What follows belongs to an exercise in optimizing a design on an open flow for small area, a short achievable clock period and few clock cycles per item; a production flow would make more cautious choices.
Function was checked by simulation only, so behaviour that the tests miss may differ from the original.

===== design/flow/run.sh =====
#!/bin/bash
# synth_recipe.tcl (not shown) runs the flow's synth.tcl, then flattens the netlist and writes it again
# the make line also repeats each setting of config.mk as NAME=value (left out here)
make -C /OpenROAD-flow-scripts/flow DESIGN_CONFIG=/design/flow/config.mk WORK_HOME=/design/flow/orfs CLKGATE_MAP_FILE= SYNTH_SCRIPT=/design/flow/synth_recipe.tcl finish

===== design/flow/config.mk =====
export PLATFORM = sky130hd
export DESIGN_NAME = top_module
export DESIGN_NICKNAME = top_module
export VERILOG_FILES = /design/flow/design.v
export SDC_FILE = /design/flow/constraint.sdc
export NUM_CORES = 4
export LEC_CHECK = 0
export CAP_MARGIN = 20
export CORE_MARGIN = 2
export CORE_UTILIZATION = 40
export SLEW_MARGIN = 20

===== design/flow/constraint.sdc =====
create_clock -name core_clock -period 15.0 [get_ports {clk}]
set_input_delay 3.0000 -clock core_clock [delete_from_list [all_inputs] [get_ports {clk}]]
set_output_delay 3.0000 -clock core_clock [all_outputs]
set_load 0.01 [all_outputs]

===== design/flow/design.v =====
module fixed_point_adder_signed (
    input  signed [31:0] a,  
    input  signed [31:0] b,  
    output signed [31:0] result,  
    output overflow  
);
    wire signed [32:0] sum;  
    assign sum = a + b;
    assign result = sum[31:0];
    assign overflow = (sum[32] != sum[31]);
endmodule
module one_adder(a,result);
    input [2:0] a;
    output [2:0] result;
    wire    [3:0] sum;
    assign sum = a + 1;
    assign result = sum[2:0];
endmodule
module comparator(a,b,result);
input[2:0] a,b;
output result;
assign result = (a==b)?1'b1:1'b0;
endmodule
module controller(clk, rst, start, ready, error, ov_flag, flush, load, controller_inuse);
    input   clk, rst, start, ready, error, ov_flag;
    output reg  flush, load, controller_inuse;
    reg[1:0] ns, ps;
always @(posedge clk, negedge rst) begin
    if (~rst) begin
        ps <= 2'b00;
    end
    else
        ps<= ns;
end
always @(*) begin
    if ((ps == 2'b01) && (error)) begin
        ns = 2'b00;
    end
    else begin
    case(ps)
        2'b00: ns = start ? 2'b01 : 2'b00;
        2'b01: ns = ready ? 2'b01 : 2'b01;
        2'b10: ns = 2'b01;
        default : ns = 2'b00;
    endcase
    end
end
always @(*) begin
    {flush, load, controller_inuse} = 0;
    case(ps)
        2'b00: ;
        2'b01: begin controller_inuse = 1; load= (ready) ? 1'b1: 1'b0; end
        2'b10: begin controller_inuse = 1; load=1; end
        default: ;
    endcase
end
endmodule
module input_reg #(parameter size = 32)(clk,rst,load,data_in,data_out);
input clk,rst,load;
input [size-1:0]data_in;
output reg [size-1:0]data_out;
always @(posedge clk, negedge rst) begin
    if(~rst)
        data_out<=0;
    else begin
        if (load) begin
            data_out<=data_in;
        end
        else begin
            data_out<=0;
        end
    end
end
endmodule
module fixed_point_multiplier_signed (
    input  signed [7:0] a, 
    input  signed [15:0] b, 
    output signed [23:0] result, 
    output reg ov
);
    wire signed [23:0] full_product;
    assign full_product = a * b;
    assign result = full_product;
    always @(*) begin
        if((full_product>1)||(full_product<(-1)))
            ov=1;
        else
            ov=0;
    end
endmodule
module fixed_point_multiplier_signed_coef (
    input  signed [23:0] a, 
    input  signed [7:0] b, 
    output signed [31:0] result, 
    output reg ov
);
    wire signed [31:0] full_product;
    assign full_product = a * b;
    assign result = full_product;
    always @(*) begin
        if((full_product>1)||(full_product<(-1)))
            ov=1;
        else
            ov=0;
    end
endmodule
module mux_2to1 #(parameter size = 32 ) (
    input  [size-1:0] in0, 
    input  [size-1:0] in1, 
    input        sel, 
    output [size-1:0] out  
);
    assign out = (sel) ? in1 : in0;
endmodule
module register #(parameter size = 32)(clk,rst,flush,data_in,data_out);
input clk,rst,flush;
input [size-1:0]data_in;
output reg [size-1:0]data_out;
always @(posedge clk, negedge rst) begin
    if(~rst)
        data_out<=0;
    else begin
        if (flush) begin
            data_out<=0;
        end
        else begin
            data_out<=data_in;
        end
    end
end
endmodule
module datapath ( clk, rst, flush, load, x, n, controller_inuse, result, valid, ready, ov_flag);
input       clk,rst,flush,load;
input   [7:0]x;
input   [2:0]n;
input        controller_inuse;
output  [31:0]result;
output       valid;
output       ready;
output       ov_flag;
wire loop_stage1, inuse_stage1, loop_back_stage1;
wire [2:0] level_stage1, per_stage1;
wire [7:0] x_stage1;
wire [15:0] x_power_stage1;
wire [31:0] sum_stage1;
wire loop_stage2, inuse_stage2, loop_back_stage2;
wire [2:0] level_stage2, per_stage2;
wire [7:0] x_stage2;
wire [15:0] x_power_stage2;
wire [31:0] sum_stage2;
wire loop_stage3, inuse_stage3, loop_back_stage3;
wire [2:0] level_stage3, per_stage3;
wire [7:0] x_stage3;
wire [15:0] x_power_stage3;
wire [31:0] sum_stage3;
wire loop_stage4, inuse_stage4, loop_back_stage4;
wire [2:0] level_stage4, per_stage4;
wire [7:0] x_stage4;
wire [15:0] x_power_stage4;
wire [31:0] sum_stage4;
wire loop_stage4_out, inuse_stage4_out, loop_back_stage4_out;
wire [2:0] level_stage4_out, per_stage4_out;
wire [7:0] x_stage4_out;
wire [15:0] x_power_stage4_out;
wire [31:0] sum_stage4_out;
wire [7:0] x_input;
wire [2:0] n_input;
wire [11:0] overflow;
wire flush;
wire controller_inuse_input;
input_reg #(12)ir (
      .clk(clk),
      .rst(rst),
      .load(load),
      .data_in({x,n,controller_inuse}),
      .data_out({x_input,n_input,controller_inuse_input})     
);
mux_2to1 #(32) mux_sum_in(
     .in0(32'b0), 
     .in1(sum_stage4_out), 
     .sel(loop_stage4_out), 
     .out(sum_stage1)
);
mux_2to1 #(8) mux_x_in(
     .in0(x_input), 
     .in1(x_stage4_out), 
     .sel(loop_stage4_out), 
     .out(x_stage1)
);
mux_2to1 #(16) mux_xpower_in(
     .in0(16'b1000_0000_0000_0000), 
     .in1(x_power_stage4_out), 
     .sel(loop_stage4_out), 
     .out(x_power_stage1)
);
assign loop_back_stage1 = (loop_stage4_out) ? loop_stage4_out :1'b0;
assign loop_stage1 = (loop_stage4_out) ? 1'b0 :
                     (n_input>3)?1'b1:1'b0;
assign level_stage1 = (loop_stage4_out) ? level_stage4_out : 3'b0;
assign per_stage1 = (loop_stage4_out) ? per_stage4_out : n_input;
assign inuse_stage1 = (loop_stage4_out) ? inuse_stage4_out : controller_inuse_input;
wire [23:0] mul1_out;
wire [31:0] mul2_out;
wire [7:0] mux1_out;
wire [31:0] adder1_out;
wire [2:0] level_stage1_plus;
wire cmp_stage1,cmp_stage1_out ,valid_stage1;
fixed_point_adder_signed adder1 (
      .a(sum_stage1), 
      .b(mul2_out),
      .result(adder1_out), 
      .overflow(overflow[0]) 
);
fixed_point_multiplier_signed mul1 (
      .a(x_stage1), 
      .b(x_power_stage1), 
      .result(mul1_out), 
      .ov(overflow[1])
);
fixed_point_multiplier_signed_coef mul2 (
      .a(mul1_out), 
      .b(mux1_out), 
      .result(mul2_out), 
      .ov(overflow[2])
);
mux_2to1 #(8) mux1(
     .in0(8'b01000000), 
     .in1(8'b00001101), 
     .sel(loop_back_stage1), 
     .out(mux1_out)
);
register #(66) reg1(
    .clk(clk),
    .rst(rst),
    .flush(flush),
    .data_in({loop_stage1, inuse_stage1, loop_back_stage1,level_stage1_plus, per_stage1,cmp_stage1,
                x_stage1, mul1_out[23:8], adder1_out}),
    .data_out({loop_stage2, inuse_stage2, loop_back_stage2,level_stage2, per_stage2,cmp_stage1_out,
                 x_stage2, x_power_stage2, sum_stage2})
);
one_adder o1(
    .a(level_stage1),
    .result(level_stage1_plus)
);
comparator comp1(
    .a(level_stage1),
    .b(per_stage1),
    .result(cmp_stage1)
);
assign valid_stage1 = cmp_stage1_out & inuse_stage2;
wire [23:0] mul3_out;
wire [31:0] mul4_out;
wire [7:0] mux2_out;
wire [31:0] adder2_out;
wire [2:0] level_stage2_plus;
wire cmp_stage2, cmp_stage2_out, valid_stage2;
fixed_point_adder_signed adder2 (
      .a(sum_stage2), 
      .b(mul4_out),
      .result(adder2_out), 
      .overflow(overflow[3]) 
);
fixed_point_multiplier_signed mul3 (
      .a(x_stage2), 
      .b(x_power_stage2), 
      .result(mul3_out), 
      .ov(overflow[4])
);
fixed_point_multiplier_signed_coef mul4 (
      .a(mul3_out), 
      .b(mux2_out), 
      .result(mul4_out), 
      .ov(overflow[5])
);
mux_2to1 #(8) mux2(
     .in0(8'b11100000), 
     .in1(8'b11110101), 
     .sel(loop_back_stage2), 
     .out(mux2_out)
);
register #(66) reg2(
    .clk(clk),
    .rst(rst),
    .flush(flush),
    .data_in({loop_stage2, inuse_stage2, loop_back_stage2,level_stage2_plus, per_stage2,cmp_stage2,
                x_stage2, mul3_out[23:8], adder2_out}),
    .data_out({loop_stage3, inuse_stage3, loop_back_stage3,level_stage3, per_stage3,cmp_stage2_out,
                 x_stage3, x_power_stage3, sum_stage3})
);
one_adder o2(
    .a(level_stage2),
    .result(level_stage2_plus)
);
comparator comp2(
    .a(level_stage2),
    .b(per_stage2),
    .result(cmp_stage2)
);
assign valid_stage2 = cmp_stage2_out & inuse_stage3;
wire [23:0] mul5_out;
wire [31:0] mul6_out;
wire [7:0] mux3_out;
wire [31:0] adder3_out;
wire [2:0] level_stage3_plus;
wire cmp_stage3, cmp_stage3_out, valid_stage3;
fixed_point_adder_signed adder3 (
      .a(sum_stage3), 
      .b(mul6_out),
      .result(adder3_out), 
      .overflow(overflow[6]) 
);
fixed_point_multiplier_signed mul5 (
      .a(x_stage3), 
      .b(x_power_stage3), 
      .result(mul5_out), 
      .ov(overflow[7])
);
fixed_point_multiplier_signed_coef mul6 (
      .a(mul5_out), 
      .b(mux3_out), 
      .result(mul6_out), 
      .ov(overflow[8])
);
mux_2to1  #(8)mux3(
     .in0(8'b00010101), 
     .in1(8'b00001001), 
     .sel(loop_back_stage3), 
     .out(mux3_out)
);
register #(66) reg3(
    .clk(clk),
    .rst(rst),
    .flush(flush),
    .data_in({loop_stage3, inuse_stage3, loop_back_stage3,level_stage3_plus, per_stage3, cmp_stage3,
                x_stage3, mul5_out[23:8], adder3_out}),
    .data_out({loop_stage4, inuse_stage4, loop_back_stage4,level_stage4, per_stage4,cmp_stage3_out,
                 x_stage4, x_power_stage4, sum_stage4})
);
one_adder o3(
    .a(level_stage3),
    .result(level_stage3_plus)
);
comparator comp3(
    .a(level_stage3),
    .b(per_stage3),
    .result(cmp_stage3)
);
assign valid_stage3 = cmp_stage3_out & inuse_stage4;
wire [23:0] mul7_out;
wire [31:0] mul8_out;
wire [7:0] mux4_out;
wire [31:0] adder4_out;
wire [2:0] level_stage4_plus;
wire cmp_stage4,cmp_stage4_out, valid_stage4;
fixed_point_adder_signed adder4 (
      .a(sum_stage4), 
      .b(mul8_out),
      .result(adder4_out), 
      .overflow(overflow[9]) 
);
fixed_point_multiplier_signed mul7 (
      .a(x_stage4), 
      .b(x_power_stage4), 
      .result(mul7_out), 
      .ov(overflow[10])
);
fixed_point_multiplier_signed_coef mul8 (
      .a(mul7_out), 
      .b(mux4_out), 
      .result(mul8_out), 
      .ov(overflow[11])
);
mux_2to1  #(8) mux4(
     .in0(8'b11110000), 
     .in1(8'b11111000), 
     .sel(loop_back_stage4), 
     .out(mux4_out)
);
register #(66) reg4(
    .clk(clk),
    .rst(rst),
    .flush(flush),
    .data_in({loop_stage4, inuse_stage4, loop_back_stage4,level_stage4_plus, per_stage4,cmp_stage4,
                x_stage4, mul7_out[23:8], adder4_out}),
    .data_out({loop_stage4_out, inuse_stage4_out, loop_back_stage4_out,level_stage4_out, per_stage4_out,cmp_stage4_out,
                 x_stage4_out, x_power_stage4_out, sum_stage4_out})
);
one_adder o4(
    .a(level_stage4),
    .result(level_stage4_plus)
);
comparator comp4(
    .a(level_stage4),
    .b(per_stage4),
    .result(cmp_stage4)
);
assign valid_stage4 = cmp_stage4_out & inuse_stage4_out;
assign ov_flag = (valid_stage1)? overflow[0] :
                 (valid_stage2)? overflow[3] :
                 (valid_stage3)? overflow[6] :
                 (valid_stage4)? overflow[9] : 0;
assign ready = ~loop_stage4;
assign valid = (valid_stage1)||(valid_stage2)||(valid_stage3)||(valid_stage4);
assign result = (valid_stage1)? sum_stage2 :
                (valid_stage2)? sum_stage3 :
                (valid_stage3)? sum_stage4 :
                (valid_stage4)? sum_stage4_out : 0;
endmodule
module top_module (
    clk,
    rst,
    X,
    n,
    start,
    Y,
    valid,
    ready,
    overflow,
    error
);
input clk, rst, start;
input [7:0] X;
input [2:0] n;
output valid, ready, overflow, error;
output [31:0] Y;
wire flush,load,controller_inuse;
assign error = 1'b0;
datapath dp( .clk(clk),
             .rst(rst),
             .flush(flush),
             .load(load),
             .x(X),
             .n(n), 
             .controller_inuse(controller_inuse), 
             .result(Y), 
             .valid(valid), 
             .ready(ready), 
             .ov_flag(overflow)
            );
controller ctrl( .clk(clk), 
                 .rst(rst), 
                 .start(start), 
                 .ready(ready), 
                 .error(error), 
                 .ov_flag(overflow), 
                 .flush(flush), 
                 .load(load), 
                 .controller_inuse(controller_inuse)
                );
endmodule

==> impl_metrics.env <==
export IMPL_status="timing/DRC/antenna clean"
export IMPL_num_fill_cells=10520
export IMPL_area_growth_pct=8.137
export IMPL_worstReg2RegEnd="dp.reg2.data_out[30]$_DFF_PN0_"
export IMPL_r2r_cells=36
export IMPL_hold_depth=0
export IMPL_synth_warning_count=5
export IMPL_die_area_sq_mm=0.1109
export IMPL_grt_pass1_vias=32560
export IMPL_synth_mux_area_share_pct=0.5488
export IMPL_path_clk_slew_ns=0.07
export IMPL_finalSetupViolCount=0
export IMPL_core_area_sq_mm=0.1072
export IMPL_max_freq_mhz=70.91
export IMPL_yosysTopAreaCellShare_pct=29.53
export IMPL_routed_wl_microns=112900
export IMPL_dp_cells=5988
export IMPL_cts_hold_buf=0
export IMPL_fp_dieW_microns=333.1
export IMPL_layout_cells_most_common="inv_1"
export IMPL_synth_edf_count=0
export IMPL_async_reset_ff_share_pct=100.0
export IMPL_start_util_pct=40.41
export IMPL_synth_area_per_cell_sq_um=9.408
export IMPL_final_nets=5872
export IMPL_grt_antenna_before_repair=5
export IMPL_crit_path_frequent_cell="fa_1"
export IMPL_max_slew_margin_pct=34.20
export IMPL_grt_use_total_pct=21.09
export IMPL_maxCapViolCount=0
export IMPL_synthFlopType="dfrtp_1"
export IMPL_dp_hpwl_microns=95220
export IMPL_critical_path_max_stage_delay_ns=0.57
export IMPL_synthSimpleGateAreaFrac_pct=12.95
export IMPL_r2r_slack_ns=5.07
export IMPL_drive_gt1_share_pct=3.588
export IMPL_hp_class="flip-flop to flip-flop"
export IMPL_synth_top_family_by_area="adder cells"
export IMPL_die_y_microns=333.1
export IMPL_hold_viol=0
export IMPL_critPathLaunchType="flip-flop"
export IMPL_dr_first_iter_drc_count=1803
export IMPL_maxSlewViolCount=0
export IMPL_vias=30630
export IMPL_grt_max_degree=142
export IMPL_synth_top_cell_by_area="fa_1"
export IMPL_min_period_over_period_pct=94.02
export IMPL_routed_via_density=5.054
export IMPL_fin_cells=6060
export IMPL_cp_end_kind="output port"
export IMPL_synth_fa_ha_area_share_pct=46.63
export IMPL_placementRows=120
export IMPL_cts_tree="yes"
export IMPL_route_detailed_drc=0
export IMPL_synth_seq_area_share_pct=15.94
export IMPL_place_congestion=0.9135
export IMPL_synth_compound_area_share_pct=8.775
export IMPL_min_to="dp.reg3.data_out[65]$_DFF_PN0_"
export IMPL_cts_buffer_depth=3
export IMPL_worst_pin_slew_ns=0.9799
export IMPL_final_cell_mix="inv_1 (1103), fa_1 (639), ha_1 (592), and2_1 (353), dfrtp_1 (266)"
export IMPL_grt_overflow_total=0
export IMPL_synth_cell_types=80
export IMPL_rsz0062_at_grt="false"
export IMPL_fin_skew_ns=0.03179
export IMPL_htree_levels=2
export IMPL_clockRootBuffer="clkbuf_16"
export IMPL_cp_required_ns=12.00
export IMPL_crit_start="dp.reg4.data_out[65]$_DFF_PN0_"
export IMPL_worstReg2RegStart="dp.reg1.data_out[55]$_DFF_PN0_"
export IMPL_cts_num_sinks=276
export IMPL_firstDrtPassIters=5
export IMPL_slowest_stage="dfrtp_4"
export IMPL_min_delay_start="dp.reg2.data_out[65]$_DFF_PN0_"
export IMPL_clk_latency_ns=0.59
export IMPL_drtAntennaViolNets=0
export IMPL_path_class="flip-flop to output port"
export IMPL_synthTopCellsByArea="fa_1 (30%), ha_1 (17%), dfrtp_1 (16%)"
export IMPL_io_buffer_count=48
export IMPL_cts_buffers=38
export IMPL_finalCriticalPeriod_ns=14.10
export IMPL_finalSetupTns_ns=0
export IMPL_synth_xor_xnor_area_share_pct=4.648
export IMPL_arrival_ns=11.10
export IMPL_path_max_fanout=12
export IMPL_grt_pass1_wl_microns=183400
export IMPL_wl_per_cell_microns=18.63
export IMPL_netlist_area_sq_mm=0.04332
export IMPL_syn_inst=4604
export IMPL_ys_ff_latch=276
export IMPL_io_pin_count=50
## stage by stage
step / worst slack, ns / hold WS [ns] / utilization [%] / instance area, sq um
6_report: 0.8967 / 0.3452 / 43.69 / 46840
5_1_grt: 0.3181 / 0.3617 / 43.69 / 46840
4_1_cts: 0.03512 / 0.3502 / 43.59 / 46730
3_5_place_dp: 0.3432 / 0.3364 / 42.40 / 45450
3_3_place_gp: 0.3436 / 0.3335 / 42.40 / 45450
2_1_floorplan: 1.859 / 0.3312 / - / 43340
## kinds of logic after synthesis
| logic type | count (synthesis) |
|---|---|
| fa+ha+maj | 1231 |
| buf+inv | 1209 |
| simple gates | 1067 |
| compound gates | 572 |
| flops | 276 |
| xor+xnor | 225 |
| mux | 22 |
| other cells | 2 |
## layout make-up
| type | instances | area, sq um | area share (%) |
|---|---|---|---|
| flip-flops and latches | 276 | 6924 | 14.78 |
| repair buffers | 81 | 763.2 | 1.629 |
| clock inverters | 19 | 190.2 | 0.4060 |
| well taps | 1403 | 1755 | 3.748 |
| diodes | 2 | 5.005 | 0.01068 |
| multi-input cells | 3124 | 31970 | 68.26 |
| inverters | 1106 | 4155 | 8.871 |
| clock buffers | 49 | 1074 | 2.292 |
## Yosys cell counts, drive strengths merged, types with 40 or more instances
library cell  count
nor2b            44
a21o             93
ha              592
xnor2           158
and2            354
nor3             40
nand3            58
fa              639
inv            1105
nor2            205
and3             93
xor2             65
dfrtp           276
o21ai            85
nand2           190
a21oi           161
o21bai           41
clkbuf           97
## sequential cells by signal (all words and copies together) (netlist names)
signal / cells
dp.reg1.data_out: 66
ctrl.ps: 1
dp.reg2.data_out: 66
dp.reg3.data_out: 66
dp.ir.data_out: 12
dp.reg4.data_out: 65
## critical path, delay by kind of cell, from the launching register on
family	cells	cell delay [ns]
compound gates	13	2.91
xor+xnor	3	0.93
fa+ha+maj	10	4.51
buf+inv	8	0.75
flops	1	0.57
simple gates	4	0.82
## what timing repair did
| item | 4_1_cts | 5_1_grt |
|---|---|---|
| setup buffers | 0 | 2 |
| endpoints found under the hold margin | 0 | 0 |
| endpoints found under the setup margin | 1 | 1 |
| gates resized for setup | 3 | 25 |
| pin swaps | 0 | 1 |
| gates cloned | 0 | 0 |
## routing by layer
layer / share of wire, % / vias to the layer above / global-route usage, %
li1: - / 14430 / -
met1: 46 / 15390 / 29.69
met2: 46 / 675 / 34.13
met3: 5.3 / 133 / 2.669
met4: 2.9 / 2 / 5.930
met5: 0.0080 / - / 0
## how the worst max path moves through the flow
stage	endpoint	slack, ns	depth (start not counted)
4_1_cts	overflow	0.04	39
5_1_grt	overflow	0.32	38
3_3_place_gp	overflow	0.34	42
6_report	overflow	0.90	38
2_1_floorplan	overflow	1.86	43
3_5_place_dp	overflow	0.34	42
Testbench counts, summed over its fixed seeds: cycles 19,488, items 12,800.

==> separate check: timing with driven ports <==
No port has a modelled driver above. Below, the same layout with a new extraction and two added sets of constraints. Step 1 assumes that a clkbuf_16 drives the clock port and a buf_2 every other input. Step 2 adds t to the input delays and takes it off the output delays; t is the mean of the earliest and latest rising clock arrival at the registers after step 1. Input paths then give back, and output paths get back, about the clock's delay inside the block. a / b / c = ideal ports / drivers / drivers and shift; a / b = the first two.
t (ns): 0.642
setup slack, ns: 0.897 / 0.829 / 1.471
worst hold slack (ns): 0.345 / 0.345 / 0.345
After both steps setup and hold are still met in this run. For this run, drivers alone change the setup slack by -0.068 ns; drivers and shift together by +0.574 ns.
